Background: an optimization exercise with open tools, aiming at a short achievable clock period and few clock cycles. Do not read the settings as production practice.
No functional check of the RTL was part of any run shown here.
No activity file was given, so power comes from the tool's default toggle rates.

==> design/flow/design.v <==
module rv32i_core (
    input  logic Rst,
    input  logic Clk,
    output logic [31:0] imem_addr,
    input  logic [31:0] imem_rdata,
    output logic        dmem_re,
    output logic        dmem_we,
    output logic [1:0]  dmem_size,
    output logic [31:0] dmem_addr,
    output logic [31:0] dmem_wdata,
    input  logic [31:0] dmem_rdata,
    output logic        retire_valid,
    output logic [31:0] retire_pc,
    output logic        retire_we,
    output logic [4:0]  retire_rd,
    output logic [31:0] retire_wdata
);
    localparam int BI   = 4;             
    localparam int BN   = 1 << BI;       
    localparam int TH   = 15;            
    localparam int TW   = TH - BI - 1;
    localparam int GH   = 15;            
    localparam int LW   = 6;             
    localparam logic [LW-1:0] LMAX = '1;
    logic        stall, redirect;
    logic [31:0] pc_f, pcx_f, ia_f;
    logic        first;
    logic        v_d;
    logic [31:0] ir_d, pc_d;
    logic        pt_d;
    logic [GH:2] ptgt_d;
    logic        v_e;
    logic [31:0] pc_e, pc4_e, tgt_e;
    logic [GH:2] ptgt_e;
    logic        pt_e;
    logic [31:0] a_e, b_e, sd_e;
    logic        fa_e, fb_e, fs_e;
    logic        sub_e, sra_e;
    logic        s_add_e, s_sll_e, s_slt_e, s_sltu_e, s_xor_e, s_srx_e, s_or_e, s_and_e, s_link_e;
    logic        is_br_e, is_jalr_e, is_ld_e, is_st_e, is_ctl_e, we_e;
    logic        c_eq_e, c_lt_e, c_ltu_e, c_inv_e;
    logic        force_tk_e, m_nt_e;
    logic [4:0]  rd_e;
    logic [2:0]  f3_e;
    logic        v_m, re_m, st_m, we_m, is_ld_m, upd_m, tk_m, rdr_m;
    logic [31:0] pc_m, res_m, addr_m, sd_m, tgt_m, rpt_m, rpn_m;
    logic [4:0]  rd_m;
    logic        lb_m, lh_m, ls_m;
    logic [1:0]  sz_m;
    logic        ret_v, ret_we;
    logic [31:0] ret_pc, ret_wd;
    logic [4:0]  ret_rd;
    logic [BN-1:0] btb_v;
    logic [TW-1:0] btb_tag [BN];
    logic [GH:2]   btb_tgt [BN];
    logic [1:0]    btb_ctr [BN];
    logic [LW-1:0] btb_it [BN];
    logic [LW-1:0] btb_trip [BN];
    logic [BN-1:0] btb_cf;
    logic [BN-1:0] btb_p;
    logic [BI-1:0] fidx;
    logic          f_hit;
    logic [GH:2]   f_tgt;
    logic [31:0]   pc_f4, pc_next;
    assign fidx  = pc_f[BI+1:2];
    assign f_hit = btb_v[fidx] && (btb_tag[fidx] == pc_f[TH:BI+2]) && btb_p[fidx];
    assign f_tgt = btb_tgt[fidx];
    assign pc_f4 = pc_f + 32'd4;
    always_comb begin
        if (rdr_m)      pc_next = tk_m ? rpt_m : rpn_m;
        else if (stall) pc_next = pc_f;
        else if (f_hit) pc_next = {pc_f[31:GH+1], f_tgt, 2'b00};
        else            pc_next = pc_f4;
    end
    always_ff @(posedge Clk or posedge Rst) begin
        if (Rst) ia_f <= 32'd0;
        else     ia_f <= pc_next;
    end
    always_ff @(posedge Clk or posedge Rst) begin
        if (Rst) first <= 1'b1;
        else     first <= 1'b0;
    end
    always_ff @(posedge Clk) begin
        pcx_f <= pc_next;
    end
    assign pc_f      = first ? 32'd0 : pcx_f;
    assign imem_addr = ia_f;
    always_ff @(posedge Clk or posedge Rst) begin
        if (Rst) v_d <= 1'b0;
        else     v_d <= !rdr_m && (stall ? v_d : 1'b1);
    end
    always_ff @(posedge Clk) begin
        if (!stall) begin
            ir_d   <= imem_rdata;
            pc_d   <= pc_f;
            pt_d   <= f_hit;
            ptgt_d <= f_tgt;
        end
    end
    logic [4:0] op;
    logic [4:0] rd, rs1, rs2;
    logic [2:0] f3;
    logic       i30;
    assign op  = ir_d[6:2];
    assign rd  = ir_d[11:7];
    assign f3  = ir_d[14:12];
    assign rs1 = ir_d[19:15];
    assign rs2 = ir_d[24:20];
    assign i30 = ir_d[30];
    logic is_lui, is_auipc, is_jal, is_jalr, is_br, is_ld, is_st, is_alui, is_alur;
    assign is_lui   = (op == 5'b01101);
    assign is_auipc = (op == 5'b00101);
    assign is_jal   = (op == 5'b11011);
    assign is_jalr  = (op == 5'b11001);
    assign is_br    = (op == 5'b11000);
    assign is_ld    = (op == 5'b00000);
    assign is_st    = (op == 5'b01000);
    assign is_alui  = (op == 5'b00100);
    assign is_alur  = (op == 5'b01100);
    logic writes, use1, use2, use_imm;
    assign writes  = (is_lui | is_auipc | is_jal | is_jalr | is_ld | is_alui | is_alur) && (rd != 5'd0);
    assign use1    = is_jalr | is_br | is_ld | is_st | is_alui | is_alur;
    assign use2    = is_br | is_st | is_alur;
    assign use_imm = ~(is_br | is_alur);
    logic [31:0] immI, immS, immB, immU, immJ, imm;
    assign immI = {{20{ir_d[31]}}, ir_d[31:20]};
    assign immS = {{20{ir_d[31]}}, ir_d[31:25], ir_d[11:7]};
    assign immB = {{19{ir_d[31]}}, ir_d[31], ir_d[7], ir_d[30:25], ir_d[11:8], 1'b0};
    assign immU = {ir_d[31:12], 12'b0};
    assign immJ = {{11{ir_d[31]}}, ir_d[31], ir_d[19:12], ir_d[20], ir_d[30:21], 1'b0};
    always_comb begin
        if (is_st)                    imm = immS;
        else if (is_lui | is_auipc)   imm = immU;
        else                          imm = immI;
    end
    logic [31:0] rf [32];
    logic [31:0] rv;
    logic [31:0] rf1, rf2, r1, r2;
    assign rf1 = rv[rs1] ? rf[rs1] : 32'd0;
    assign rf2 = rv[rs2] ? rf[rs2] : 32'd0;
    logic [31:0] ld, mv;
    assign mv = is_ld_m ? ld : res_m;
    always_ff @(posedge Clk) begin
        if (v_m && we_m) rf[rd_m] <= mv;
    end
    always_ff @(posedge Clk or posedge Rst) begin
        if (Rst)              rv <= 32'd0;
        else if (v_m && we_m) rv[rd_m] <= 1'b1;
    end
    logic h1e, h1m, h2e, h2m;
    assign h1e = v_e && we_e && (rd_e == rs1);
    assign h1m = v_m && we_m && (rd_m == rs1);
    assign h2e = v_e && we_e && (rd_e == rs2);
    assign h2m = v_m && we_m && (rd_m == rs2);
    assign r1 = h1m ? mv : rf1;
    assign r2 = h2m ? mv : rf2;
    assign stall = v_d && v_e && is_ld_e && ((use1 && h1e) || (use2 && h2e));
    logic [31:0] tgt_d;
    assign tgt_d  = pc_d + (is_jal ? immJ : immB);
    always_ff @(posedge Clk or posedge Rst) begin
        if (Rst) v_e <= 1'b0;
        else     v_e <= v_d && !stall && !rdr_m;
    end
    always_ff @(posedge Clk) begin
        pc_e   <= pc_d;
        pc4_e  <= pc_d + 32'd4;
        tgt_e  <= tgt_d;
        rd_e   <= rd;
        f3_e   <= f3;
        we_e   <= writes;
        is_br_e   <= is_br;
        is_jalr_e <= is_jalr;
        is_ld_e   <= is_ld;
        is_st_e   <= is_st;
        is_ctl_e  <= is_br | is_jal;
        a_e  <= (use1 && h1e) ? 32'd0 : is_auipc ? pc_d : is_lui ? 32'd0 : r1;
        fa_e <= use1 && h1e;
        b_e  <= use_imm ? imm : h2e ? 32'd0 : r2;
        fb_e <= !use_imm && h2e;
        sd_e <= h2e ? 32'd0 : r2;
        fs_e <= is_st && h2e;
        sub_e    <= (is_alur && f3 == 3'b000 && i30);
        sra_e    <= i30;
        s_add_e  <= !(is_alui | is_alur | is_jal | is_jalr) || ((is_alui | is_alur) && f3 == 3'b000);
        s_sll_e  <= (is_alui | is_alur) && f3 == 3'b001;
        s_slt_e  <= (is_alui | is_alur) && f3 == 3'b010;
        s_sltu_e <= (is_alui | is_alur) && f3 == 3'b011;
        s_xor_e  <= (is_alui | is_alur) && f3 == 3'b100;
        s_srx_e  <= (is_alui | is_alur) && f3 == 3'b101;
        s_or_e   <= (is_alui | is_alur) && f3 == 3'b110;
        s_and_e  <= (is_alui | is_alur) && f3 == 3'b111;
        s_link_e <= is_jal | is_jalr;
        c_eq_e  <= (f3[2] == 1'b0);
        c_lt_e  <= (f3[2:1] == 2'b10);
        c_ltu_e <= (f3[2:1] == 2'b11);
        c_inv_e <= f3[0];
        force_tk_e <= is_jal | is_jalr;
        m_nt_e     <= pt_d;
        pt_e       <= pt_d && !is_jalr;
        ptgt_e     <= ptgt_d;
    end
    logic [31:0] a, b, sd;
    assign a  = ({32{fa_e}} & res_m) | a_e;
    assign b  = ({32{fb_e}} & res_m) | b_e;
    assign sd = ({32{fs_e}} & res_m) | sd_e;
    logic [32:0] sum33;
    logic [31:0] sum;
    assign sum33 = {a, 1'b1} + {b ^ {32{sub_e}}, sub_e};
    assign sum   = sum33[32:1];
    logic eq, lt, ltu;
    assign eq  = (a == b);
    assign lt  = ($signed(a) < $signed(b));
    assign ltu = (a < b);
    logic [31:0] sll, srx;
    logic [32:0] sr33;
    assign sll  = a << b[4:0];
    assign sr33 = $signed({sra_e & a[31], a}) >>> b[4:0];
    assign srx  = sr33[31:0];
    logic [31:0] alu;
    assign alu = ({32{s_add_e}}  & sum)
               | ({32{s_sll_e}}  & sll)
               | ({32{s_slt_e}}  & {31'd0, lt})
               | ({32{s_sltu_e}} & {31'd0, ltu})
               | ({32{s_xor_e}}  & (a ^ b))
               | ({32{s_srx_e}}  & srx)
               | ({32{s_or_e}}   & (a | b))
               | ({32{s_and_e}}  & (a & b))
               | ({32{s_link_e}} & pc4_e);
    logic taken;
    assign taken = is_br_e ? (((c_eq_e & eq) | (c_lt_e & lt) | (c_ltu_e & ltu)) ^ c_inv_e) : force_tk_e;
    logic ve, tgt_ok, red_t, red_n;
    assign ve       = v_e && !rdr_m;
    assign tgt_ok   = pt_e && (tgt_e == {pc_e[31:GH+1], ptgt_e, 2'b00});
    assign red_t    = ve && !tgt_ok;
    assign red_n    = ve && m_nt_e;
    assign redirect = taken ? red_t : red_n;
    always_ff @(posedge Clk or posedge Rst) begin
        if (Rst) begin
            rdr_m <= 1'b0;
            v_m   <= 1'b0;
            re_m  <= 1'b0;
            st_m  <= 1'b0;
        end else begin
            rdr_m <= redirect;
            v_m   <= ve;
            re_m  <= ve && is_ld_e;
            st_m  <= ve && is_st_e;
        end
    end
    always_ff @(posedge Clk) begin
        rpt_m   <= is_jalr_e ? sum : tgt_e;
        rpn_m   <= pc4_e;
        pc_m    <= pc_e;
        we_m    <= we_e;
        rd_m    <= rd_e;
        lb_m    <= (f3_e[1:0] == 2'b00);
        lh_m    <= (f3_e[1:0] == 2'b01);
        ls_m    <= !f3_e[2];
        sz_m    <= f3_e[1:0];
        is_ld_m <= is_ld_e;
        res_m   <= alu;
        addr_m  <= sum;
        sd_m    <= sd;
        tgt_m   <= tgt_e;
        upd_m   <= ve && is_ctl_e;
        tk_m    <= taken;
    end
    assign dmem_re    = re_m;
    assign dmem_we    = st_m;
    assign dmem_size  = sz_m;
    assign dmem_addr  = addr_m;
    assign dmem_wdata = sd_m;
    always_comb begin
        ld[7:0] = dmem_rdata[7:0];
        if (lb_m)      ld[15:8] = {8{dmem_rdata[7] & ls_m}};
        else           ld[15:8] = dmem_rdata[15:8];
        if (lb_m)      ld[31:16] = {16{dmem_rdata[7] & ls_m}};
        else if (lh_m) ld[31:16] = {16{dmem_rdata[15] & ls_m}};
        else           ld[31:16] = dmem_rdata[31:16];
    end
    logic [BI-1:0] midx;
    logic          m_hit;
    assign midx  = pc_m[BI+1:2];
    assign m_hit = btb_v[midx] && (btb_tag[midx] == pc_m[TH:BI+2]);
    always_ff @(posedge Clk or posedge Rst) begin
        if (Rst)                   btb_v <= '0;
        else if (upd_m && tk_m)    btb_v[midx] <= 1'b1;
    end
    logic [1:0]    c_old, c_new;
    logic [LW-1:0] it_old, tr_old, it_new, tr_new;
    logic          cf_new;
    assign c_old  = btb_ctr[midx];
    assign it_old = btb_it[midx];
    assign tr_old = btb_trip[midx];
    always_comb begin
        if (!m_hit) begin
            c_new  = 2'b10;
            it_new = 1;
            tr_new = '0;
            cf_new = 1'b0;
        end else if (tk_m) begin
            c_new  = (c_old == 2'b11) ? c_old : c_old + 2'b01;
            it_new = (it_old == LMAX) ? it_old : it_old + 1'b1;
            tr_new = tr_old;
            cf_new = btb_cf[midx];
        end else begin
            c_new  = (c_old == 2'b00) ? c_old : c_old - 2'b01;
            it_new = '0;
            tr_new = it_old;
            cf_new = (it_old == tr_old) && (it_old != LMAX);
        end
    end
    always_ff @(posedge Clk) begin
        if (upd_m && (m_hit || tk_m)) begin
            btb_ctr[midx]  <= c_new;
            btb_it[midx]   <= it_new;
            btb_trip[midx] <= tr_new;
            btb_cf[midx]   <= cf_new;
            btb_p[midx]    <= c_new[1] && !(cf_new && it_new == tr_new);
            if (tk_m) btb_tgt[midx] <= tgt_m[GH:2];
            if (!m_hit) btb_tag[midx] <= pc_m[TH:BI+2];
        end
    end
    always_ff @(posedge Clk or posedge Rst) begin
        if (Rst) ret_v <= 1'b0;
        else     ret_v <= v_m;
    end
    always_ff @(posedge Clk) begin
        ret_pc <= pc_m;
        ret_we <= we_m;
        ret_rd <= rd_m;
        ret_wd <= mv;
    end
    assign retire_valid = ret_v;
    assign retire_pc    = ret_pc;
    assign retire_we    = ret_we;
    assign retire_rd    = ret_rd;
    assign retire_wdata = ret_wd;
endmodule
==> design/flow/flow/run.sh <==
#!/bin/bash
set -euo pipefail
bash standard.sh SETUP_SLACK_MARGIN=8.5 TNS_END_PERCENT=100 finish > standard_flow.log 2>&1
==> design/flow/standard.sh <==
#!/bin/bash
# synth_recipe.tcl (not shown) runs the flow's synth.tcl, then flattens the netlist and writes it again
# the make line also repeats each setting of config.mk as NAME=value (left out here)
make -C /OpenROAD-flow-scripts/flow DESIGN_CONFIG=/design/flow/config.mk WORK_HOME=/design/flow/orfs CLKGATE_MAP_FILE= SYNTH_SCRIPT=/design/flow/synth_recipe.tcl "${@:-finish}"
==> design/flow/config.mk <==
export PLATFORM = sky130hd
export DESIGN_NAME = rv32i_core
export DESIGN_NICKNAME = rv32i_core
export VERILOG_FILES = /design/flow/design.v
export SDC_FILE = /design/flow/constraint.sdc
export NUM_CORES = 8
export LEC_CHECK = 0
export ABC_CLOCK_PERIOD_IN_PS = 3500
export CAP_MARGIN = 30
export CORE_MARGIN = 2
export CORE_UTILIZATION = 40
export GPL_TIMING_DRIVEN = 1
export SLEW_MARGIN = 20
==> design/flow/constraint.sdc <==
create_clock -name core_clock -period 12.0 [get_ports {Clk}]
set_input_delay 2.4000 -clock core_clock [delete_from_list [all_inputs] [get_ports {Clk}]]
set_output_delay 2.4000 -clock core_clock [all_outputs]
set_load 0.01 [all_outputs]
==> impl_summary.log, run 1 <==
INFO  metric power.leakage = 47.7 nW
INFO  metric slew_headroom = 0.296
INFO  metric max_stage_delay = 530 ps
INFO  metric htreeDepth = 5
INFO  metric pin_count_of_the_biggest_net_entering_global_routing = 66
INFO  metric synth_top_area_cell = sky130_fd_sc_hd__edfxtp_1
INFO  metric syn_to_final_growth = 24.6%
INFO  metric synth_edf_count = 1741
INFO  metric hold_viol_final = 0
INFO  metric worstSetupEndpointType = flip-flop
INFO  metric power.switching_fraction = 0.287
INFO  metric wl_per_cell = 34.2 um
INFO  metric die_h = 522 um
INFO  metric min-delay-path-class = flip-flop to flip-flop
INFO  metric powerDensity = 170 nW/um^2
INFO  metric timing_max_transition_violations_final = 0
INFO  metric grt_antenna_before_repair = 50
INFO  metric synthesis.yosys.warnings = 1
INFO  metric path_class = flip-flop to flip-flop
INFO  metric critical_path_required = 12580 ps
INFO  metric area_occupied_by_multi_input_gates = about 44000 sq um
INFO  metric worst_setup_path_start_kind = flip-flop
INFO  metric finalCritPeriodShare = 0.339
INFO  metric synthFlopType = sky130_fd_sc_hd__edfxtp_1
INFO  metric ys_ff_latch = 2395
INFO  metric dr.first_iter.drc_count = 10100
INFO  metric gp_congestion = ~0.94
INFO  metric timing.critical_path.mode_cell = sky130_fd_sc_hd__buf_16
INFO  metric power.share.clock = 0.367
INFO  metric cts_tree = done
INFO  metric routed-via-count = slightly above 70000
INFO  metric nFillCells = between 20000 and 25000
INFO  metric worst_ep_arrival_time = ~4700 ps
INFO  metric grt_overflow = 0
INFO  metric first_global_vias = 70400
INFO  metric mostFrequentLayoutCell = sky130_fd_sc_hd__edfxtp_1
INFO  metric clk_pin_slew_worst_paths = about 60 ps
INFO  metric drt_first_pass_iters = 8
INFO  metric path_cells = buf_16 > buf_16 > mux4_2 > a22oi_2 > nand2_2 > ha_4 > nor3b_4 > a32oi_2 > o41ai_4 > nand4_4 > xnor2_2 > o21ai_1 > o31a_1 > o31ai_4 > buf_6 > a21oi_4 > a32o_1
INFO  metric detailed_place_hpwl = 230000 um
INFO  metric fin_tns_setup = 0 ps
INFO  metric clock_sinks = 2395
INFO  metric synthArstFlopShare = 0.0367
INFO  metric cts_buffers = 273
INFO  metric post_synth_inst_count = 7056
INFO  metric fp.dieArea = 273000 sq um
INFO  metric p_switching = 6.54 mW
INFO  metric worst_skew_pair.late_latency = 860 ps
INFO  metric synth_nets = about 7300
INFO  metric ctsHoldBuffers = 0
INFO  metric intPower = 16.3 mW
INFO  metric worst_ir_drop_vdd = between 0.0001 and 0.00015 V
INFO  metric max-cap-violations = 0
INFO  metric skew = around 64 ps
INFO  metric hold_ws = 322 ps
INFO  metric initial_core_util = 0.402
INFO  metric die_x = 522 um
INFO  metric core_area = approximately 270000 sq um
INFO  metric syn_area_per_cell = between 15 and 20 sq um
INFO  metric synth_sequential_area_ratio = 0.612
INFO  metric io_pins = 237
INFO  metric finalWirelength = about 390000 um
INFO  metric cts_root_buf = sky130_fd_sc_hd__clkbuf_16
INFO  metric io_buffers = 234
INFO  metric outcome = complete, no violations
INFO  metric ant_nets = 0
INFO  metric pwr-share-comb = 0.186
INFO  metric num-nets-final = 7993
INFO  metric ratio_of_routed_vias_to_standard_cells = 6.28
INFO  metric synth_top_area_share = 0.486
INFO  metric final_setup_viols = 0
INFO  metric timing.critical_path.buf_inv = 3
INFO  metric period_minus_slack = approximately 4100 ps
INFO  metric synth.cell_area = roughly 110000 sq um
INFO  metric synth.lib_cells_used.distinct = 99
INFO  metric mostFrequentLayoutCells = sky130_fd_sc_hd__edfxtp_1, sky130_fd_sc_hd__mux4_2, sky130_fd_sc_hd__dfxtp_1
INFO  metric rows = 190
INFO  metric global_route.usage.total = 0.277
INFO  metric clockBufferDepth = 4
INFO  metric seqCellArea = 66100 sq um
INFO  metric seq_power_share = 0.446
INFO  metric fmax = between 200 and 250 MHz
INFO  metric max_slew.worst_pin.slew = 1060 ps
INFO  metric crit_path_top_delay_cell = sky130_fd_sc_hd__mux4_2
INFO  metric worstPathMaxFanout = 6
INFO  metric grt_setup_unrepaired = yes
INFO  metric grt_first_pass_wirelength = 537000 um
INFO  metric share_of_cells_above_drive_strength_1 = 0.355
INFO  metric critical-path-top-delay-family = compound AO/OA/AOI/OAI gates
INFO  metric drc = 0
INFO  metric synth_area_leaders = sky130_fd_sc_hd__edfxtp_1, sky130_fd_sc_hd__mux4_2, sky130_fd_sc_hd__dfxtp_1, sky130_fd_sc_hd__mux2i_1, sky130_fd_sc_hd__dfrtp_1
==> power groups by stage <==
| stage | Sequential, mW | Clock (mW) | Combinational (mW) |
|---|---|---|---|
| 2_1_floorplan | 9.99 | 0 | 1.98 |
| 3_3_place_gp | 10.2 | 0 | 3.30 |
| 3_5_place_dp | 10.2 | 0 | 3.34 |
| 4_1_cts | 10.1 | 8.47 | 3.92 |
| 5_1_grt | 10.2 | 8.79 | 4.43 |
| 6_report | 10.2 | 8.38 | 4.26 |
==> per-layer routing <==
layer | track usage | vias to the layer above | wire (um)
li1 | - | 29500 | -
met1 | 0.372 | 37500 | 151000
met2 | 0.426 | 4453 | 179000
met3 | 0.0609 | 948 | 41800
met4 | 0.136 | 24 | 22300
met5 | 0 | - | 142
==> cell families (layout without fill, tap and decap cells) <==
logic type	count (synthesis)	count (layout)	share of synthesized area
adders and majority gates	171	171	0.0199
buffers and inverters	611	1492	0.0227
and+or+nand+nor	1300	1305	0.0561
AOI/OAI and AO/OA	1264	1287	0.0797
muxes	1088	1088	0.191
DFF	2395	2395	0.612
other	1	22	0.0000349
xor gates and xnor gates	226	226	0.0184
==> synthesized netlist by cell type, types with 11 or more instances <==
cell                        instances
sky130_fd_sc_hd__dfxtp_1          566
sky130_fd_sc_hd__o21bai_1          55
sky130_fd_sc_hd__nor2b_1           68
sky130_fd_sc_hd__inv_1            136
sky130_fd_sc_hd__a221o_1           41
sky130_fd_sc_hd__o2111ai_1         17
sky130_fd_sc_hd__a211o_1           12
sky130_fd_sc_hd__mux2i_1          227
sky130_fd_sc_hd__mux2_2            97
sky130_fd_sc_hd__and2_1            22
sky130_fd_sc_hd__and3_1            25
sky130_fd_sc_hd__o21ai_1           14
sky130_fd_sc_hd__a21oi_1          329
sky130_fd_sc_hd__or3_1             17
sky130_fd_sc_hd__nor4_1            26
sky130_fd_sc_hd__nand2_1          418
sky130_fd_sc_hd__nand2b_1          68
sky130_fd_sc_hd__nor3_1           105
sky130_fd_sc_hd__xnor2_1          148
sky130_fd_sc_hd__o22ai_1           28
sky130_fd_sc_hd__nand3_1           78
sky130_fd_sc_hd__nand4_1           38
sky130_fd_sc_hd__buf_2             38
sky130_fd_sc_hd__dfrtp_1           87
sky130_fd_sc_hd__o21ai_0          196
sky130_fd_sc_hd__nor3b_1           12
sky130_fd_sc_hd__edfxtp_1        1741
sky130_fd_sc_hd__o211ai_1          56
sky130_fd_sc_hd__o31ai_1           14
sky130_fd_sc_hd__a221oi_1          45
sky130_fd_sc_hd__a22oi_1           62
sky130_fd_sc_hd__o221ai_1          35
sky130_fd_sc_hd__a211oi_1          42
sky130_fd_sc_hd__a2bb2oi_1         11
sky130_fd_sc_hd__a21o_1           115
sky130_fd_sc_hd__o22a_1            33
sky130_fd_sc_hd__mux4_2           761
sky130_fd_sc_hd__buf_1             96
sky130_fd_sc_hd__xor2_1            78
sky130_fd_sc_hd__ha_1             169
sky130_fd_sc_hd__a32o_1            26
sky130_fd_sc_hd__nor2_1           372
sky130_fd_sc_hd__clkbuf_1         318
sky130_fd_sc_hd__a31oi_1           47
==> sequential cells by signal (all words and copies together) (netlist names), 31 cells and up, named ones only <==
name	count
btb_tag	160
btb_ctr	32
rpn_m	32
btb_it	96
pc_d	32
rpt_m	32
ret_pc	32
btb_tgt	224
rf	1024
sd_m	32
tgt_e	32
btb_trip	96
res_m	32
ret_wd	32
pcx_f	32
rv	32
pc4_e	31
b_e	32
ia_f	32
addr_m	32
sd_e	32
a_e	32
==> worst register-to-register path, delay by kind of cell, from the launching register on <==
kind | cells | cell delay, ps
muxes | 1 | 530
DFF | 1 | 400
and+or+nand+nor | 3 | 430
AOI/OAI and AO/OA | 8 | 1610
xor gates and xnor gates | 1 | 150
buffers and inverters | 3 | 470
adders and majority gates | 1 | 200
==> through the flow <==
step                      cell area (sq um)   util  worst slack [ps]  power, mW  instances
after floorplan                      108000      -              8190       12.0       7056
after global placement               115000  0.429              5880       13.5      10600
after detailed placement             115000  0.429              5870       13.6      10600
after CTS                            131000  0.488              7910       22.5      11400
after global routing                 134000  0.500              7860       23.4      11500
final                                134000  0.500              7940       22.8      11500
==> path summary, 6_finish.rpt <==
| check | startpoint | end | slack (ps) | depth (start not counted) |
|---|---|---|---|---|
| max | pc_m[2]$_DFF_P_ | btb_p[2]$_DFFE_PP_ | 7940 | 17 |
| min | pc_e[2]$_DFF_P_ | pc_m[2]$_DFF_P_ | 320 | 0 |
| max reg2reg | pc_m[2]$_DFF_P_ | btb_p[2]$_DFFE_PP_ | 7940 | 17 |
| min reg2reg | pc_e[2]$_DFF_P_ | pc_m[2]$_DFF_P_ | 320 | 0 |
| max in group asynchronous | Rst | ia_f[4]$_DFF_PP0_ | 9160 | 4 |
| min in group asynchronous | Rst | ret_v$_DFF_PP0_ | 1960 | 3 |
==> what timing repair did <==
action / 4_1_cts / 5_1_grt
resized for setup: 1571 / 354
setup endpoints to repair: 1837 / 879
pin swaps: 170 / 133
gates cloned: 66 / 28
buffers inserted: 264 / 111
==> area by class of cell <==
class                   count  share of cell area
multi-input cells        4078               0.328
diodes                     21            0.000392
well taps                3552              0.0332
inverters                 143             0.00455
repair inverters            3            0.000187
clock inverters           120             0.00903
flip-flops and latches   2395               0.493
clock buffers             363              0.0573
repair buffers            863              0.0739
==> inputs of run 2 (changes only) <==
--- a/design/flow/design.v
+++ b/design/flow/design.v
@@ -203,14 +203,42 @@
     assign a  = ({32{fa_e}} & res_m) | a_e;
     assign b  = ({32{fb_e}} & res_m) | b_e;
     assign sd = ({32{fs_e}} & res_m) | sd_e;
-    logic [32:0] sum33;
+    logic [31:0] bx_e, bx_m;
+    assign bx_e = b_e ^ {32{sub_e}};
+    assign bx_m = res_m ^ {32{sub_e}};
+    logic [32:0] s00, s10, s01, s11;
+    assign s00 = {a_e,   1'b1} + {bx_e, sub_e};
+    assign s10 = {res_m, 1'b1} + {bx_e, sub_e};
+    assign s01 = {a_e,   1'b1} + {bx_m, sub_e};
+    assign s11 = {res_m, 1'b1} + {bx_m, sub_e};
     logic [31:0] sum;
-    assign sum33 = {a, 1'b1} + {b ^ {32{sub_e}}, sub_e};
-    assign sum   = sum33[32:1];
+    always_comb begin
+        case ({fa_e, fb_e})
+            2'b00:   sum = s00[32:1];
+            2'b10:   sum = s10[32:1];
+            2'b01:   sum = s01[32:1];
+            default: sum = s11[32:1];
+        endcase
+    end
+    logic eq00, eq10, eq01, lt00, lt10, lt01, ltu00, ltu10, ltu01;
+    assign eq00  = (a_e == b_e);
+    assign eq10  = (res_m == b_e);
+    assign eq01  = (a_e == res_m);
+    assign lt00  = ($signed(a_e) < $signed(b_e));
+    assign lt10  = ($signed(res_m) < $signed(b_e));
+    assign lt01  = ($signed(a_e) < $signed(res_m));
+    assign ltu00 = (a_e < b_e);
+    assign ltu10 = (res_m < b_e);
+    assign ltu01 = (a_e < res_m);
     logic eq, lt, ltu;
-    assign eq  = (a == b);
-    assign lt  = ($signed(a) < $signed(b));
-    assign ltu = (a < b);
+    always_comb begin
+        case ({fa_e, fb_e})
+            2'b00:   begin eq = eq00; lt = lt00; ltu = ltu00; end
+            2'b10:   begin eq = eq10; lt = lt10; ltu = ltu10; end
+            2'b01:   begin eq = eq01; lt = lt01; ltu = ltu01; end
+            default: begin eq = 1'b1; lt = 1'b0; ltu = 1'b0; end
+        endcase
+    end
     logic [31:0] sll, srx;
     logic [32:0] sr33;
     assign sll  = a << b[4:0];
==> impl_summary.log, run 2 <==
INFO  metric outcome = complete, no violations
INFO  metric clk_pin_slew_worst_paths = 70 ps
INFO  metric drt_first_pass_iters = 6
INFO  metric largest_registers = rf (1024), btb_tgt (224), btb_tag (160)
INFO  metric die_x = 533 um
INFO  metric path_class = flip-flop to flip-flop
INFO  metric htreeDepth = 5
INFO  metric cts_root_buf = sky130_fd_sc_hd__clkbuf_16
INFO  metric p_switching = 7.29 mW
INFO  metric grt_antenna_before_repair = 27
INFO  metric synth_area_leaders = sky130_fd_sc_hd__edfxtp_1, sky130_fd_sc_hd__mux4_2, sky130_fd_sc_hd__dfxtp_1, sky130_fd_sc_hd__ha_1, sky130_fd_sc_hd__mux2i_1
INFO  metric intPower = between 15 and 20 mW
INFO  metric finalWirelength = 406000 um
INFO  metric worstPathMaxFanout = 6
INFO  metric synth.cells.most_frequent = sky130_fd_sc_hd__edfxtp_1, sky130_fd_sc_hd__mux4_2, sky130_fd_sc_hd__dfxtp_1, sky130_fd_sc_hd__nor2_1, sky130_fd_sc_hd__nand2_1
INFO  metric synth.lib_cells_used.distinct = 102
INFO  metric clock_sinks = roughly 2400
INFO  metric synth_top_area_cell = sky130_fd_sc_hd__edfxtp_1
INFO  metric grt_setup_unrepaired = yes
INFO  metric num-nets-final = 8809
INFO  metric synth_sequential_area_ratio = 0.587
INFO  metric finalCritPeriodShare = 0.359
INFO  metric die_h = 533 um
INFO  metric fmax = 232 MHz
INFO  metric period_minus_slack = 4300 ps
INFO  metric top_register = rf
INFO  metric ctsHoldBuffers = 0
INFO  metric fin_tns_setup = 0 ps
INFO  metric post_dp_cell_area = 120000 sq um
INFO  metric synth.mux.area_fraction = 0.191
INFO  metric area_occupied_by_multi_input_gates = 47900 sq um
INFO  metric place_ws = 6070 ps
INFO  metric ys_ff_latch = 2395
INFO  metric max_slew.worst_pin.slew = 1130 ps
INFO  metric max-cap-violations = 0
INFO  metric worstSetupEndpointType = flip-flop
INFO  metric yosys.area_share.simple = 0.0606
INFO  metric pin_count_of_the_biggest_net_entering_global_routing = 83
INFO  metric global_route.usage.total = 0.271
INFO  metric detailed_place_hpwl = 241000 um
INFO  metric routed-via-count = 77100
INFO  metric seqCellArea = 66200 sq um
INFO  metric io_pins = roughly 240
INFO  metric rows = 194
INFO  metric power.share.clock = 0.344
INFO  metric fp.dieArea = 284000 sq um
INFO  metric mostFrequentLayoutCells = sky130_fd_sc_hd__edfxtp_1, sky130_fd_sc_hd__mux4_2, sky130_fd_sc_hd__nand2_1
INFO  metric power.leakage = 49.8 nW
INFO  metric mostFrequentLayoutCell = sky130_fd_sc_hd__edfxtp_1
INFO  metric wl_per_cell = about 33 um
INFO  metric ant_nets = 0
INFO  metric synth_edf_count = roughly 1700
INFO  metric ratio_of_routed_vias_to_standard_cells = 6.21
INFO  metric worst_skew_pair.late_latency = 870 ps
INFO  metric pwr-share-comb = 0.231
INFO  metric cts_buffers = 269
INFO  metric slew_headroom = 0.244
INFO  metric core_area = 279000 sq um
INFO  metric power.switching_fraction = 0.302
INFO  metric synthesis.yosys.warnings = 1
INFO  metric worst_setup_path_start_kind = flip-flop
INFO  metric drc = 0
INFO  metric grt_first_pass_wirelength = 555000 um
INFO  metric hold_viol_final = 0
INFO  metric seq_power_share = 0.425
INFO  metric finalWorstSetupSlack = 7700 ps
INFO  metric synthArstFlopShare = 0.0367
INFO  metric worst_ep_arrival_time = 5030 ps
INFO  metric synthFlopType = sky130_fd_sc_hd__edfxtp_1
INFO  metric gp_congestion = 0.984
INFO  metric syn_area_per_cell = 14.5 sq um
INFO  metric first_global_vias = 74200
INFO  metric worst_ir_drop_vdd = 0.000117 V
INFO  metric synth.cell_area = 112000 sq um
INFO  metric largest_family_of_logic_cells_by_synthesized_area = multiplexers
INFO  metric skew = 93.7 ps
INFO  metric post_synth_inst_count = between 7000 and 8000
INFO  metric synth_compound_gate_area_share = 0.0854
INFO  metric min-delay-path-class = flip-flop to flip-flop
INFO  metric critical_path_required = between 10000 and 15000 ps
INFO  metric cts_tree = done
INFO  metric io_buffers = 234
INFO  metric dr.first_iter.drc_count = 9726
INFO  metric yosys.cell_count.top_type = sky130_fd_sc_hd__edfxtp_1
INFO  metric nFillCells = 23200
INFO  metric final_area = 139000 sq um
INFO  metric synth_top_area_share = 0.466
INFO  metric synth-xor-area-share = 0.0207
INFO  metric largest_reg_flops = just over 1000
INFO  metric final_setup_viols = 0
INFO  metric synth_nets = 8070
INFO  metric share_of_cells_above_drive_strength_1 = 0.348
INFO  metric clockBufferDepth = 4
INFO  metric syn_to_final_growth = 24.1%
INFO  metric powerDensity = 173 nW/um^2
INFO  metric post_synth_fa_ha_maj_area_fraction = 0.0302
INFO  metric grt_overflow = 0
INFO  metric timing_max_transition_violations_final = 0
INFO  metric initial_core_util = 0.402
run 2: worst paths after layout:
| path | slack [ps] | endpoint | from | cells after the start |
|---|---|---|---|---|
| min | 300 | pc_m[11]$_DFF_P_ | pc_e[11]$_DFF_P_ | 0 |
| max reg2reg | 7700 | rpt_m[29]$_DFF_P_ | fb_e$_DFF_P_ | 23 |
| max in group asynchronous | 8840 | ia_f[8]$_DFF_PP0_ | Rst | 4 |
| max | 7700 | rpt_m[29]$_DFF_P_ | fb_e$_DFF_P_ | 23 |
| min in group asynchronous | 2030 | ret_v$_DFF_PP0_ | Rst | 3 |
| min reg2reg | 300 | pc_m[11]$_DFF_P_ | pc_e[11]$_DFF_P_ | 0 |
run 2: stage by stage:
| step | total power, mW | instances | utilization | hold WS (ps) |
|---|---|---|---|---|
| 4_1_cts | 23.5 | 12200 | 0.485 | 310 |
| 2_1_floorplan | 12.8 | 7736 | - | 310 |
| 5_1_grt | 24.8 | 12400 | 0.498 | 309 |
| 6_report | 24.1 | 12400 | 0.498 | 296 |
| 3_5_place_dp | 14.6 | 11400 | 0.429 | 312 |
| 3_3_place_gp | 14.5 | 11400 | 0.428 | 313 |
run 2: power by group through the flow:
stage / logic (mW) / registers (mW) / clock network [mW]
after floorplan: 2.78 / 10.0 / 0
after global placement: 4.21 / 10.3 / 0
after global routing: 5.87 / 10.3 / 8.71
after detailed placement: 4.30 / 10.3 / 0
final: 5.57 / 10.3 / 8.30
after CTS: 4.96 / 10.2 / 8.39
run 2: logic make-up after synthesis:
family / count (synthesis)
flip-flops: 2395
AND/OR/NAND/NOR: 1490
AO/OA/AOI/OAI: 1472
multiplexers: 1148
buffers and inverters: 696
adder cells (fa/ha/maj): 269
XOR/XNOR: 265
other: 1
run 2: metal layers:
| layer | share of wire | up-vias | wire, um | GRT usage |
|---|---|---|---|---|
| li1 | - | 31900 | - | - |
| met1 | 0.39 | 39900 | 158000 | 0.365 |
| met2 | 0.45 | 4436 | 182000 | 0.415 |
| met3 | 0.10 | 862 | 40400 | 0.0539 |
| met4 | 0.063 | 16 | 25600 | 0.147 |
| met5 | 0.00042 | - | 172 | 0 |
run 2: layout make-up:
type                       instances  area share
clock buffer                     362      0.0535
multi-input combinational       4671       0.344
clock inverter                   119     0.00954
antenna                           12    0.000216
timing repair buffer             921      0.0763
sequential                      2395       0.476
timing repair inverter             3    0.000171
tap                             3724      0.0335
inverter                         214     0.00658
run 2: timing repair:
| item | 4_1_cts | 5_1_grt |
|---|---|---|
| setup buffers | 279 | 154 |
| pin swaps | 211 | 220 |
| setup endpoints to repair | 1495 | 1115 |
| gates cloned | 57 | 24 |
| resized for setup | 1637 | 491 |
run 2: critical path: stages, from the launching register on:
cell and delay [ps]:
sky130_fd_sc_hd__dfxtp_4 350, sky130_fd_sc_hd__buf_12 120, sky130_fd_sc_hd__buf_6 110, sky130_fd_sc_hd__nor2_4 120, sky130_fd_sc_hd__buf_6 130, sky130_fd_sc_hd__buf_12 120
sky130_fd_sc_hd__buf_16 130, sky130_fd_sc_hd__buf_12 110, sky130_fd_sc_hd__a21oi_1 80, sky130_fd_sc_hd__xnor2_1 240, sky130_fd_sc_hd__ha_2 350, sky130_fd_sc_hd__a21o_1 190
sky130_fd_sc_hd__a21o_1 180, sky130_fd_sc_hd__a21o_1 200, sky130_fd_sc_hd__a21o_1 190, sky130_fd_sc_hd__a21o_1 190, sky130_fd_sc_hd__a21o_1 180, sky130_fd_sc_hd__a31o_2 270
sky130_fd_sc_hd__o31ai_4 220, sky130_fd_sc_hd__xnor2_2 100, sky130_fd_sc_hd__o221ai_4 180, sky130_fd_sc_hd__buf_12 170, sky130_fd_sc_hd__inv_8 40, sky130_fd_sc_hd__mux2_4 240
==> inputs of run 3 (changes only) <==
--- a/design/flow/design.v
+++ b/design/flow/design.v
@@ -24,7 +24,7 @@
     localparam logic [LW-1:0] LMAX = '1;
     logic        stall, redirect;
     logic [31:0] pc_f, pcx_f, ia_f;
-    logic        first;
+    logic        first, first2;
     logic        v_d;
     logic [31:0] ir_d, pc_d;
     logic        pt_d;
@@ -73,21 +73,23 @@
         else            pc_next = pc_f4;
     end
     always_ff @(posedge Clk or posedge Rst) begin
-        if (Rst) ia_f <= 32'd0;
-        else     ia_f <= pc_next;
-    end
-    always_ff @(posedge Clk or posedge Rst) begin
-        if (Rst) first <= 1'b1;
-        else     first <= 1'b0;
+        if (Rst) begin
+            first  <= 1'b1;
+            first2 <= 1'b1;
+        end else begin
+            first  <= 1'b0;
+            first2 <= first;
+        end
     end
     always_ff @(posedge Clk) begin
+        ia_f  <= first ? 32'd0 : pc_next;
         pcx_f <= pc_next;
     end
-    assign pc_f      = first ? 32'd0 : pcx_f;
+    assign pc_f      = first2 ? 32'd0 : pcx_f;
     assign imem_addr = ia_f;
     always_ff @(posedge Clk or posedge Rst) begin
         if (Rst) v_d <= 1'b0;
-        else     v_d <= !rdr_m && (stall ? v_d : 1'b1);
+        else     v_d <= !rdr_m && !first && (stall ? v_d : 1'b1);
     end
     always_ff @(posedge Clk) begin
         if (!stall) begin
@@ -203,42 +205,14 @@
     assign a  = ({32{fa_e}} & res_m) | a_e;
     assign b  = ({32{fb_e}} & res_m) | b_e;
     assign sd = ({32{fs_e}} & res_m) | sd_e;
-    logic [31:0] bx_e, bx_m;
-    assign bx_e = b_e ^ {32{sub_e}};
-    assign bx_m = res_m ^ {32{sub_e}};
-    logic [32:0] s00, s10, s01, s11;
-    assign s00 = {a_e,   1'b1} + {bx_e, sub_e};
-    assign s10 = {res_m, 1'b1} + {bx_e, sub_e};
-    assign s01 = {a_e,   1'b1} + {bx_m, sub_e};
-    assign s11 = {res_m, 1'b1} + {bx_m, sub_e};
+    logic [32:0] sum33;
     logic [31:0] sum;
-    always_comb begin
-        case ({fa_e, fb_e})
-            2'b00:   sum = s00[32:1];
-            2'b10:   sum = s10[32:1];
-            2'b01:   sum = s01[32:1];
-            default: sum = s11[32:1];
-        endcase
-    end
-    logic eq00, eq10, eq01, lt00, lt10, lt01, ltu00, ltu10, ltu01;
-    assign eq00  = (a_e == b_e);
-    assign eq10  = (res_m == b_e);
-    assign eq01  = (a_e == res_m);
-    assign lt00  = ($signed(a_e) < $signed(b_e));
-    assign lt10  = ($signed(res_m) < $signed(b_e));
-    assign lt01  = ($signed(a_e) < $signed(res_m));
-    assign ltu00 = (a_e < b_e);
-    assign ltu10 = (res_m < b_e);
-    assign ltu01 = (a_e < res_m);
+    assign sum33 = {a, 1'b1} + {b ^ {32{sub_e}}, sub_e};
+    assign sum   = sum33[32:1];
     logic eq, lt, ltu;
-    always_comb begin
-        case ({fa_e, fb_e})
-            2'b00:   begin eq = eq00; lt = lt00; ltu = ltu00; end
-            2'b10:   begin eq = eq10; lt = lt10; ltu = ltu10; end
-            2'b01:   begin eq = eq01; lt = lt01; ltu = ltu01; end
-            default: begin eq = 1'b1; lt = 1'b0; ltu = 1'b0; end
-        endcase
-    end
+    assign eq  = (a == b);
+    assign lt  = ($signed(a) < $signed(b));
+    assign ltu = (a < b);
     logic [31:0] sll, srx;
     logic [32:0] sr33;
     assign sll  = a << b[4:0];
@@ -310,10 +284,6 @@
     logic          m_hit;
     assign midx  = pc_m[BI+1:2];
     assign m_hit = btb_v[midx] && (btb_tag[midx] == pc_m[TH:BI+2]);
-    always_ff @(posedge Clk or posedge Rst) begin
-        if (Rst)                   btb_v <= '0;
-        else if (upd_m && tk_m)    btb_v[midx] <= 1'b1;
-    end
     logic [1:0]    c_old, c_new;
     logic [LW-1:0] it_old, tr_old, it_new, tr_new;
     logic          cf_new;
@@ -338,15 +308,40 @@
             cf_new = (it_old == tr_old) && (it_old != LMAX);
         end
     end
+    logic          bw_en, bw_tk, bw_new, bw_cf;
+    logic [BI-1:0] bw_idx;
+    logic [1:0]    bw_c;
+    logic [LW-1:0] bw_it, bw_tr;
+    logic [GH:2]   bw_tgt;
+    logic [TW-1:0] bw_tag;
+    always_ff @(posedge Clk or posedge Rst) begin
+        if (Rst) bw_en <= 1'b0;
+        else     bw_en <= upd_m && (m_hit || tk_m);
+    end
+    always_ff @(posedge Clk) begin
+        bw_tk  <= tk_m;
+        bw_new <= !m_hit;
+        bw_idx <= midx;
+        bw_c   <= c_new;
+        bw_it  <= it_new;
+        bw_tr  <= tr_new;
+        bw_cf  <= cf_new;
+        bw_tgt <= tgt_m[GH:2];
+        bw_tag <= pc_m[TH:BI+2];
+    end
+    always_ff @(posedge Clk or posedge Rst) begin
+        if (Rst)                 btb_v <= '0;
+        else if (bw_en && bw_tk) btb_v[bw_idx] <= 1'b1;
+    end
     always_ff @(posedge Clk) begin
-        if (upd_m && (m_hit || tk_m)) begin
-            btb_ctr[midx]  <= c_new;
-            btb_it[midx]   <= it_new;
-            btb_trip[midx] <= tr_new;
-            btb_cf[midx]   <= cf_new;
-            btb_p[midx]    <= c_new[1] && !(cf_new && it_new == tr_new);
-            if (tk_m) btb_tgt[midx] <= tgt_m[GH:2];
-            if (!m_hit) btb_tag[midx] <= pc_m[TH:BI+2];
+        if (bw_en) begin
+            btb_ctr[bw_idx]  <= bw_c;
+            btb_it[bw_idx]   <= bw_it;
+            btb_trip[bw_idx] <= bw_tr;
+            btb_cf[bw_idx]   <= bw_cf;
+            btb_p[bw_idx]    <= bw_c[1] && !(bw_cf && bw_it == bw_tr);
+            if (bw_tk)  btb_tgt[bw_idx] <= bw_tgt;
+            if (bw_new) btb_tag[bw_idx] <= bw_tag;
         end
     end
     always_ff @(posedge Clk or posedge Rst) begin
--- a/design/flow/config.mk
+++ b/design/flow/config.mk
@@ -9,5 +9,7 @@
 export CAP_MARGIN = 30
 export CORE_MARGIN = 2
 export CORE_UTILIZATION = 40
+export CTS_CLUSTER_DIAMETER = 70
+export CTS_CLUSTER_SIZE = 24
 export GPL_TIMING_DRIVEN = 1
 export SLEW_MARGIN = 20
==> impl_summary.log, run 3 <==
INFO  metric outcome = complete, no violations
INFO  metric drc = 0
INFO  metric ratio_of_routed_vias_to_standard_cells = 6.29
INFO  metric ant_nets = 0
INFO  metric ctsHoldBuffers = 0
INFO  metric fin_tns_setup = 0 ps
INFO  metric max-cap-violations = 0
INFO  metric synth.lib_cells_used.distinct = 88
INFO  metric synth_nets = 7261
INFO  metric synthesis.yosys.warnings = 1
INFO  metric grt_antenna_before_repair = 40
INFO  metric drt_first_pass_iters = 6
INFO  metric finalCritPeriodShare = 0.328
INFO  metric first_global_vias = roughly 68000
INFO  metric grt_setup_unrepaired = yes
INFO  metric dr.first_iter.drc_count = approximately 9400
INFO  metric share_of_cells_above_drive_strength_1 = 0.338
INFO  metric final_setup_viols = 0
INFO  metric grt_overflow = 0
INFO  metric cts_root_buf = sky130_fd_sc_hd__clkbuf_16
INFO  metric routed-via-count = 70500
INFO  metric clk_pin_slew_worst_paths = 90 ps
INFO  metric ys_ff_latch = 2428
INFO  metric timing_max_transition_violations_final = 0
INFO  metric synth_sequential_area_ratio = 0.614
INFO  metric initial_core_util = 0.403
INFO  metric post_synth_inst_count = 7025
INFO  metric critical_path_required = 9600 ps
INFO  metric synth_top_area_cell = sky130_fd_sc_hd__edfxtp_1
INFO  metric wl_per_cell = ~35 um
INFO  metric slew_headroom = 0.148
INFO  metric grt_first_pass_wirelength = 524000 um
INFO  metric pin_count_of_the_biggest_net_entering_global_routing = 72
INFO  metric min_from = pc_e[14]$_DFF_P_
INFO  metric timing.critical_path.from = re_m$_DFF_PP0_
INFO  metric synth.cell_area = around 110000 sq um
INFO  metric worst_setup_path_start_kind = flip-flop
INFO  metric synth_top_area_share = 0.484
INFO  metric path_cells = buf_6
INFO  metric detailed_place_hpwl = 229000 um
INFO  metric synth_area_leaders = sky130_fd_sc_hd__edfxtp_1, sky130_fd_sc_hd__mux4_2, sky130_fd_sc_hd__dfxtp_1, sky130_fd_sc_hd__mux2i_1, sky130_fd_sc_hd__ha_1
INFO  metric r2r_start = first2$_DFF_PP1_
INFO  metric yosys.cell_count.top_type = sky130_fd_sc_hd__edfxtp_1
INFO  metric total_power = 19.8 mW
INFO  metric hold-path-cell-count = 0
INFO  metric cts_tree = done
INFO  metric htreeDepth = 4
INFO  metric syn_to_final_growth = 19.6%
INFO  metric cp.depth = 1
INFO  metric max_stage_delay = approximately 520 ps
INFO  metric global_route.usage.total = 0.271
INFO  metric timing.critical_path.buf_inv = 1
INFO  metric core_area = 268000 sq um
INFO  metric worstSetupEndpointType = output port
INFO  metric finalWirelength = between 300000 and 400000 um
INFO  metric min-delay-path-class = flip-flop to flip-flop
INFO  metric worst_skew_pair.late_latency = 870 ps
INFO  metric die_h = about 520 um
INFO  metric skew = 82.4 ps
INFO  metric worst-r2r-cell-count = 15
INFO  metric worst_ep_arrival_time = between 1500 and 2000 ps
INFO  metric crit_path_top_delay_cell = sky130_fd_sc_hd__dfrtp_2
INFO  metric largest_reg_flops = 1024
INFO  metric fmax = 254 MHz
INFO  metric synthFlopType = sky130_fd_sc_hd__edfxtp_1
INFO  metric worst_ir_drop_vdd = 0.000123 V
INFO  metric io_pins = 237
INFO  metric mostFrequentLayoutCell = sky130_fd_sc_hd__edfxtp_1
INFO  metric power.leakage = ~45 nW
INFO  metric path_class = flip-flop to output port
INFO  metric cts_buffers = about 150
INFO  metric mostFrequentLayoutCells = sky130_fd_sc_hd__edfxtp_1, sky130_fd_sc_hd__mux4_2, sky130_fd_sc_hd__dfxtp_1
INFO  metric synth.cells.most_frequent = sky130_fd_sc_hd__edfxtp_1, sky130_fd_sc_hd__mux4_2, sky130_fd_sc_hd__dfxtp_1, sky130_fd_sc_hd__nand2_1, sky130_fd_sc_hd__nor2_1
INFO  metric die_x = roughly 520 um
INFO  metric synthArstFlopShare = 0.0239
INFO  metric max_slew.worst_pin.slew = 1280 ps
INFO  metric clockBufferDepth = 3
INFO  metric num-nets-final = 7745
INFO  metric critical-path-top-delay-family = flip-flops
INFO  metric rows = between 150 and 200
INFO  metric worstPathMaxFanout = 1
INFO  metric nFillCells = 22600
INFO  metric top_register = rf
INFO  metric fp.dieArea = 274000 sq um
INFO  metric hold_viol_final = 0
INFO  metric synth_edf_count = 1741
INFO  metric gp_congestion = between 0.9 and 1
INFO  metric powerDensity = 153 nW/um^2
INFO  metric io_buffers = 234
INFO  metric syn_area_per_cell = 15.4 sq um
INFO  metric clock_sinks = between 2000 and 2500
INFO  metric largest_registers = rf (1024), btb_tgt (224), btb_tag (160)
INFO  metric period_minus_slack = 3930 ps
-- run 3: cell types whose count changed after synthesis, moves of 27 or more --
cell                      delta
sky130_fd_sc_hd__o21ai_0    -65
sky130_fd_sc_hd__dfxtp_1    +63
sky130_fd_sc_hd__nor3_1     +29
sky130_fd_sc_hd__a21o_1     -27
sky130_fd_sc_hd__nand4_1    -29
sky130_fd_sc_hd__a21oi_1   -104
sky130_fd_sc_hd__xnor2_1    -41
sky130_fd_sc_hd__dfrtp_1    -31
sky130_fd_sc_hd__nor2_1    -177
sky130_fd_sc_hd__inv_1      -65
sky130_fd_sc_hd__nand2_1    -86
sky130_fd_sc_hd__and2_1     +38
sky130_fd_sc_hd__ha_1       -96
-- run 3: final timing paths --
| check | slack [ps] | endpoint |
|---|---|---|
| min reg2reg | 310 | pc_m[14]$_DFF_P_ |
| min in group asynchronous | 1970 | rv[23]$_DFFE_PP0P_ |
| max reg2reg | 8230 | ia_f[29]$_SDFF_PP0_ |
| max | 8070 | dmem_re |
| min | 310 | pc_m[14]$_DFF_P_ |
| max in group asynchronous | 9420 | first2$_DFF_PP1_ |
-- run 3: stage by stage --
stage	std cells	utilization	hold WS [ps]	setup WS (ps)	cell area, sq um
finish	11200	0.481	310	8070	129000
global route	11200	0.481	337	8050	129000
CTS	11100	0.471	323	8030	126000
detailed placement	10500	0.429	312	6470	115000
global placement	10500	0.428	312	6600	115000
floorplan	7025	-	310	8380	109000
-- run 3: layer usage --
layer,up-vias,GRT usage,share of wire
met5,-,0,0.00039
met4,24,0.127,0.056
met3,802,0.0560,0.099
met2,4031,0.426,0.46
met1,36800,0.360,0.38
li1,28800,-,-
-- run 3: where the power goes --
part | internal [mW] | leakage (nW) | switching [mW]
sequential | 9.58 | 21.7 | 0.452
clock | 2.65 | 2.54 | 3.22
combinational | 1.61 | 20.3 | 2.26
total | 13.8 | 44.6 | 5.93
-- run 3: logic make-up (layout without fill, tap and decap cells) --
kind of cell	Yosys count	after routing	share of synthesized area
buffers and inverters	618	1205	0.0229
other	1	16	0.0000347
adders and majority gates	170	170	0.0198
muxes	1128	1128	0.198
and+or+nand+nor	1249	1251	0.0537
xor gates and xnor gates	209	209	0.0169
AOI/OAI and AO/OA	1222	1242	0.0747
DFF	2428	2428	0.614
-- run 3: timing repair --
item,4_1_cts,5_1_grt
gates cloned,48,22
gates resized for setup,1513,322
buffers inserted,226,102
pin swaps,150,145
setup endpoints to repair,956,724
-- run 3: final cells by class --
type,instances,area (sq um),area share
inverters,151,632,0.00489
multi-input cells,4001,43400,0.336
repair buffers,777,8790,0.0680
repair inverters,1,8.76,0.0000678
clock buffers,187,3990,0.0309
flip-flops and latches,2428,66700,0.516
clock inverters,89,1300,0.0101
well taps,3552,4440,0.0344
diodes,15,37.5,0.000290
==> inputs of run 4 (changes only) <==
--- a/design/flow/config.mk
+++ b/design/flow/config.mk
@@ -9,7 +9,5 @@
 export CAP_MARGIN = 30
 export CORE_MARGIN = 2
 export CORE_UTILIZATION = 40
-export CTS_CLUSTER_DIAMETER = 70
-export CTS_CLUSTER_SIZE = 24
 export GPL_TIMING_DRIVEN = 1
 export SLEW_MARGIN = 20
==> impl_summary.log, run 4 <==
INFO  metric outcome = complete, no violations
INFO  metric clock_sinks = 2428
INFO  metric dpl_cells = 10500
INFO  metric min_from = pc_e[14]$_DFF_P_
INFO  metric gp_congestion = 0.949
INFO  metric worst_ep_arrival_time = 1530 ps
INFO  metric synth_edf_count = between 1500 and 2000
INFO  metric max_slew.worst_pin.slew = 1340 ps
INFO  metric critical-path-top-delay-family = flip-flops
INFO  metric synth.cell_area = 108000 sq um
INFO  metric synth_top_area_share = 0.484
INFO  metric synth.cells.most_frequent = sky130_fd_sc_hd__edfxtp_1, sky130_fd_sc_hd__mux4_2, sky130_fd_sc_hd__dfxtp_1, sky130_fd_sc_hd__nand2_1, sky130_fd_sc_hd__nor2_1
INFO  metric pin_count_of_the_biggest_net_entering_global_routing = around 70
INFO  metric grt_setup_unrepaired = yes
INFO  metric min-delay-path-class = flip-flop to flip-flop
INFO  metric worst-r2r-cell-count = 15
INFO  metric detailed_place_hpwl = ~230000 um
INFO  metric worstSetupEndpointType = output port
INFO  metric synth_nets = 7261
INFO  metric power.leakage = 46.6 nW
INFO  metric r2r_start = first2$_DFF_PP1_
INFO  metric hold_ws = around 300 ps
INFO  metric final_core_utilization = 0.497
INFO  metric synthArstFlopShare = 0.0239
INFO  metric drc = 0
INFO  metric htreeDepth = 5
INFO  metric ctsHoldBuffers = 0
INFO  metric ys_ff_latch = 2428
INFO  metric syn_to_final_growth = 23.5%
INFO  metric finalCritPeriodShare = 0.327
INFO  metric powerDensity = 168 nW/um^2
INFO  metric path_class = flip-flop to output port
INFO  metric synthesis.yosys.warnings = 1
INFO  metric timing_max_transition_violations_final = 0
INFO  metric period_minus_slack = 3930 ps
INFO  metric final_area = 133000 sq um
INFO  metric post_synth_inst_count = approximately 7000
INFO  metric ff2ff_setup_slack = slightly above 8000 ps
INFO  metric grt_antenna_before_repair = 42
INFO  metric dr.first_iter.drc_count = 9718
INFO  metric synth_area_leaders = sky130_fd_sc_hd__edfxtp_1, sky130_fd_sc_hd__mux4_2, sky130_fd_sc_hd__dfxtp_1, sky130_fd_sc_hd__mux2i_1, sky130_fd_sc_hd__ha_1
INFO  metric worstPathMaxFanout = 1
INFO  metric die_x = ~520 um
INFO  metric max_stage_delay = 510 ps
INFO  metric drt_first_pass_iters = 8
INFO  metric clk_pin_slew_worst_paths = 60 ps
INFO  metric cts_root_buf = sky130_fd_sc_hd__clkbuf_16
INFO  metric cts_buffers = 268
INFO  metric min_delay_worst_endpoint = pc_m[14]$_DFF_P_
INFO  metric die_h = 524 um
INFO  metric grt_first_pass_wirelength = between 500000 and 600000 um
INFO  metric fmax = between 200 and 300 MHz
INFO  metric worst_ir_drop_vdd = 0.000122 V
INFO  metric critical_path_required = around 9600 ps
INFO  metric yosys.cell_count.top_type = sky130_fd_sc_hd__edfxtp_1
INFO  metric fp.dieArea = between 200000 and 300000 sq um
INFO  metric hold-path-cell-count = 0
INFO  metric syn_area_per_cell = 15.4 sq um
INFO  metric slew_headroom = 0.107
INFO  metric place_ws = 6470 ps
INFO  metric max-cap-violations = 0
INFO  metric post_dp_cell_area = about 120000 sq um
INFO  metric mostFrequentLayoutCells = sky130_fd_sc_hd__edfxtp_1, sky130_fd_sc_hd__mux4_2, sky130_fd_sc_hd__dfxtp_1
INFO  metric nFillCells = 22200
INFO  metric cts_tree = done
INFO  metric reg2reg_to = ia_f[23]$_SDFF_PP0_
INFO  metric layoutNonFillerInstCount = 11400
INFO  metric synth_sequential_area_ratio = 0.614
INFO  metric share_of_cells_above_drive_strength_1 = 0.355
INFO  metric largest_reg_flops = 1024
INFO  metric initial_core_util = 0.403
INFO  metric routed-via-count = 71700
INFO  metric global_route.usage.total = 0.272
INFO  metric clockBufferDepth = 4
INFO  metric grt_overflow = 0
INFO  metric worst_skew_pair.late_latency = 910 ps
INFO  metric synth_top_area_cell = sky130_fd_sc_hd__edfxtp_1
INFO  metric top_register = rf
INFO  metric ratio_of_routed_vias_to_standard_cells = 6.26
INFO  metric wl_per_cell = 34.4 um
INFO  metric synth.lib_cells_used.distinct = 88
INFO  metric skew = 66.6 ps
INFO  metric hold_viol_final = 0
INFO  metric core_area = 268000 sq um
INFO  metric mostFrequentLayoutCell = sky130_fd_sc_hd__edfxtp_1
INFO  metric area_occupied_by_multi_input_gates = roughly 44000 sq um
INFO  metric fin_tns_setup = 0 ps
INFO  metric seqCellArea = around 67000 sq um
INFO  metric largest_registers = rf (1024), btb_tgt (224), btb_tag (160)
INFO  metric timing.critical_path.buf_inv = 1
INFO  metric total_power = 22.4 mW
INFO  metric crit_path_top_delay_cell = sky130_fd_sc_hd__dfrtp_2
INFO  metric io_pins = ~240
INFO  metric worst_setup_path_start_kind = flip-flop
INFO  metric rows = 190
INFO  metric first_global_vias = 69200
INFO  metric finalWirelength = 393000 um
INFO  metric finalWorstSetupSlack = 8070 ps
INFO  metric num-nets-final = slightly below 8000
INFO  metric ant_nets = 0
INFO  metric final_setup_viols = 0
INFO  metric synthFlopType = sky130_fd_sc_hd__edfxtp_1
INFO  metric io_buffers = approximately 230
INFO  metric path_cells = buf_6
## run 4: how the worst max path moves through the flow
stage                     cells after the start              from                   to
after global routing                          1    re_m$_DFF_PP0_              dmem_re
after global placement                       14  first2$_DFF_PP1_  ia_f[19]$_SDFF_PP0_
final                                         1    re_m$_DFF_PP0_              dmem_re
after detailed placement                     14  first2$_DFF_PP1_  ia_f[17]$_SDFF_PP0_
after CTS                                     1    re_m$_DFF_PP0_              dmem_re
after floorplan                               7     dmem_rdata[7]      b_e[16]$_DFF_P_
## run 4: power by group
group | switching, mW | total (mW) | leakage (nW) | internal (mW)
clock network | 3.57 | 8.38 | 4.35 | 4.81
logic | 2.30 | 3.97 | 20.6 | 1.67
registers | 0.462 | 10.1 | 21.7 | 9.59
total | 6.33 | 22.4 | 46.6 | 16.1
## run 4: layer usage
metal | vias to the layer above | part of all wire | track usage
li1 | 29200 | - | -
met1 | 37300 | 0.38 | 0.364
met2 | 4217 | 0.46 | 0.425
met3 | 946 | 0.10 | 0.0548
met4 | 28 | 0.058 | 0.133
met5 | - | 0.00047 | 0
## run 4: repair_timing
item | in CTS | in global routing
gates resized for setup | 1554 | 332
cloned | 49 | 31
buffers inserted | 215 | 132
endpoints found under the setup margin | 852 | 619
pin swaps | 160 | 170
## run 4: kinds of logic after synthesis
| family | count (synthesis) | share of synthesized area |
|---|---|---|
| compound gates | 1222 | 0.0747 |
| simple gates | 1249 | 0.0537 |
| flops | 2428 | 0.614 |
| mux | 1128 | 0.198 |
| buf+inv | 618 | 0.0229 |
| xor+xnor | 209 | 0.0169 |
| fa+ha+maj | 170 | 0.0198 |
| other cells | 1 | 0.0000347 |
## run 4: final cells by class
type,count,area share
flip-flops and latches,2428,0.499
clock inverters,127,0.0107
inverters,151,0.00473
well taps,3552,0.0333
multi-input cells,4005,0.327
repair buffers,800,0.0691
diodes,17,0.000319
repair inverters,1,0.0000656
clock buffers,360,0.0559
==> inputs of run 5 (changes only) <==
--- a/design/flow/design.v
+++ b/design/flow/design.v
@@ -24,7 +24,7 @@
     localparam logic [LW-1:0] LMAX = '1;
     logic        stall, redirect;
     logic [31:0] pc_f, pcx_f, ia_f;
-    logic        first, first2;
+    logic        first, firstb;
     logic        v_d;
     logic [31:0] ir_d, pc_d;
     logic        pt_d;
@@ -73,19 +73,18 @@
         else            pc_next = pc_f4;
     end
     always_ff @(posedge Clk or posedge Rst) begin
-        if (Rst) begin
-            first  <= 1'b1;
-            first2 <= 1'b1;
-        end else begin
-            first  <= 1'b0;
-            first2 <= first;
-        end
+        if (Rst) first <= 1'b1;
+        else     first <= 1'b0;
+    end
+    always_ff @(posedge Clk or posedge Rst) begin
+        if (Rst) firstb <= 1'b0;
+        else     firstb <= 1'b1;
     end
     always_ff @(posedge Clk) begin
         ia_f  <= first ? 32'd0 : pc_next;
-        pcx_f <= pc_next;
+        pcx_f <= firstb ? pc_next : 32'd0;
     end
-    assign pc_f      = first2 ? 32'd0 : pcx_f;
+    assign pc_f      = pcx_f;
     assign imem_addr = ia_f;
     always_ff @(posedge Clk or posedge Rst) begin
         if (Rst) v_d <= 1'b0;
==> impl_summary.log, run 5 <==
INFO  metric hold_viol_final = 0
INFO  metric timing_max_transition_violations_final = 0
INFO  metric synth.cells.most_frequent = sky130_fd_sc_hd__edfxtp_1, sky130_fd_sc_hd__mux4_2, sky130_fd_sc_hd__dfxtp_1, sky130_fd_sc_hd__nand2_1, sky130_fd_sc_hd__nor2_1
INFO  metric initial_core_util = 0.401
INFO  metric worst_skew_pair.late_latency = 850 ps
INFO  metric synthArstFlopShare = 0.0239
INFO  metric synth_top_area_cell = sky130_fd_sc_hd__edfxtp_1
INFO  metric place_ws = 6780 ps
INFO  metric skew = 49.6 ps
INFO  metric fp.dieArea = around 270000 sq um
INFO  metric fin_tns_setup = 0 ps
INFO  metric grt_antenna_before_repair = 39
INFO  metric syn_to_final_growth = 21.7%
INFO  metric worst_ep_arrival_time = 1500 ps
INFO  metric global_route.usage.total = 0.270
INFO  metric critical_path_required = 9600 ps
INFO  metric wl_per_cell = 34.2 um
INFO  metric mostFrequentLayoutCells = sky130_fd_sc_hd__edfxtp_1, sky130_fd_sc_hd__mux4_2, sky130_fd_sc_hd__dfxtp_1
INFO  metric final_area = 131000 sq um
INFO  metric dpl_cells = a little over 10000
INFO  metric pin_count_of_the_biggest_net_entering_global_routing = just under 90
INFO  metric detailed_place_hpwl = roughly 230000 um
INFO  metric final_setup_viols = 0
INFO  metric slew_headroom = 0.221
INFO  metric path_class = flip-flop to output port
INFO  metric ratio_of_routed_vias_to_standard_cells = 6.22
INFO  metric period_minus_slack = a little under 4000 ps
INFO  metric num-nets-final = 7486
INFO  metric share_of_cells_above_drive_strength_1 = 0.361
INFO  metric synth_area_leaders = sky130_fd_sc_hd__edfxtp_1, sky130_fd_sc_hd__mux4_2, sky130_fd_sc_hd__dfxtp_1, sky130_fd_sc_hd__ha_1, sky130_fd_sc_hd__mux2i_1
INFO  metric post_dp_cell_area = 115000 sq um
INFO  metric core_area = 267000 sq um
INFO  metric worstSetupEndpointType = output port
INFO  metric io_buffers = approximately 230
INFO  metric ctsHoldBuffers = 0
INFO  metric ys_ff_latch = 2428
INFO  metric fmax = 257 MHz
INFO  metric synthesis.yosys.warnings = 1
INFO  metric finalWirelength = 377000 um
INFO  metric finalCritPeriodShare = 0.325
INFO  metric path_cells = buf_6
INFO  metric post_synth_inst_count = 6674
INFO  metric synth.cell_area = 107000 sq um
INFO  metric synth_edf_count = around 1700
INFO  metric ff2ff_setup_slack = about 8200 ps
INFO  metric crit_path_top_delay_cell = sky130_fd_sc_hd__dfrtp_2
INFO  metric dr.first_iter.drc_count = 8850
INFO  metric synth_nets = a little under 7000
INFO  metric top_register = rf
INFO  metric rows = 190
INFO  metric mostFrequentLayoutCell = sky130_fd_sc_hd__edfxtp_1
INFO  metric worst-r2r-cell-count = 17
INFO  metric drc = 0
INFO  metric largest_reg_flops = just over 1000
INFO  metric hold_ws = 323 ps
INFO  metric outcome = complete, no violations
INFO  metric routed-via-count = 68600
INFO  metric powerDensity = 163 nW/um^2
INFO  metric clockBufferDepth = 4
INFO  metric hold-path-cell-count = 0
INFO  metric clock_sinks = 2428
INFO  metric r2r_start = ir_d[5]$_DFFE_PN_
INFO  metric max-cap-violations = 0
INFO  metric syn_area_per_cell = 16.1 sq um
INFO  metric min-delay-path-class = flip-flop to flip-flop
INFO  metric timing.critical_path.buf_inv = 1
INFO  metric io_pins = 237
INFO  metric max_stage_delay = 500 ps
INFO  metric drt_first_pass_iters = 8
INFO  metric htreeDepth = 5
INFO  metric grt_setup_unrepaired = yes
[run 5: cell types whose count changed after synthesis, moves of 28 or more]
cell                       delta
sky130_fd_sc_hd__nand2_1     -34
sky130_fd_sc_hd__mux2i_1     -59
sky130_fd_sc_hd__mux4_2      +95
sky130_fd_sc_hd__mux2_2      -38
sky130_fd_sc_hd__o21ai_0     -48
sky130_fd_sc_hd__clkbuf_1    -40
sky130_fd_sc_hd__a221oi_1    -28
sky130_fd_sc_hd__a21oi_1     -56
[run 5: logic make-up after synthesis]
family | share of synthesized area
fa+ha+maj | 0.0199
compound gates | 0.0625
buf+inv | 0.0204
other cells | 0.0000699
xor+xnor | 0.0185
flops | 0.618
mux | 0.212
simple gates | 0.0493
[run 5: layer usage]
layer	vias to the layer above	GRT usage	wire length (um)
li1	27900	-	-
met1	36100	0.362	145000
met2	3889	0.422	175000
met3	746	0.0581	37700
met4	18	0.124	20100
met5	-	0	129
[run 5: how the worst max path moves through the flow]
stage	start	to	depth (start not counted)
detailed placement	dmem_rdata[7]	a_e[15]$_SDFF_PP0_	8
global placement	pcx_f[2]$_SDFF_PN0_	pcx_f[2]$_SDFF_PN0_	11
CTS	re_m$_DFF_PP0_	dmem_re	1
floorplan	dmem_rdata[15]	b_e[22]$_DFF_P_	7
global route	ir_d[5]$_DFFE_PN_	tgt_e[30]$_DFF_P_	17
finish	re_m$_DFF_PP0_	dmem_re	1
[run 5: final cells by class]
cell class / count / area [sq um]
Inverter: 125 / 503
Tap cell: 3552 / 4440
Clock inverter: 108 / 1030
Multi-Input combinational cell: 3715 / 42500
Clock buffer: 377 / 7800
Timing Repair inverter: 1 / 7.51
Timing Repair Buffer: 705 / 7670
Fill cell: 22200 / 137000
Sequential cell: 2428 / 66600
Antenna cell: 17 / 42.5
[run 5: what timing repair did]
item | in CTS | in global routing
buffers inserted | 205 | 71
pin swaps | 130 | 140
endpoints found under the setup margin | 1324 | 427
cloned | 43 | 5
resized for setup | 1366 | 338
[run 5: power by group]
group | switching [mW] | internal [mW]
sequential | 0.372 | 9.51
clock | 3.43 | 4.91
combinational | 1.81 | 1.21
total | 5.61 | 15.6

==> static timing again, ports no longer ideal <==
In the flow no input, the clock included, has a driving cell. The finished layouts below were timed again as built, in two steps. Step 1, drivers: a clkbuf_16 drives Clk and a buf_2 each remaining input, both assumed. Step 2 adds t to the input delays and takes it off the output delays; t is the mean of the earliest and latest rising clock arrival at the registers after step 1. Input paths then give back, and output paths get back, about the clock's delay inside the block. Slacks: ideal / step 1 / step 2; pairs: ideal / step 1.
run	t, ns	setup WS [ns]	worst setup path after step 2	worst slew at a driven data input, ns
run 1	0.928	7.938 / 7.938 / 7.496	input to register	0.21
run 2	0.919	7.697 / 7.697 / 7.620	input to register	0.16
run 3	0.948	8.070 / 7.957 / 7.500	input to register	0.27
run 4	0.984	8.070 / 7.966 / 7.545	input to register	0.28
run 5	0.926	8.103 / 8.014 / 7.582	input to register	0.27
After both steps every run listed still meets setup and hold. The setup slack of run 3, which loses most, moves by -0.113 ns with the drivers and by -0.570 ns with both steps.
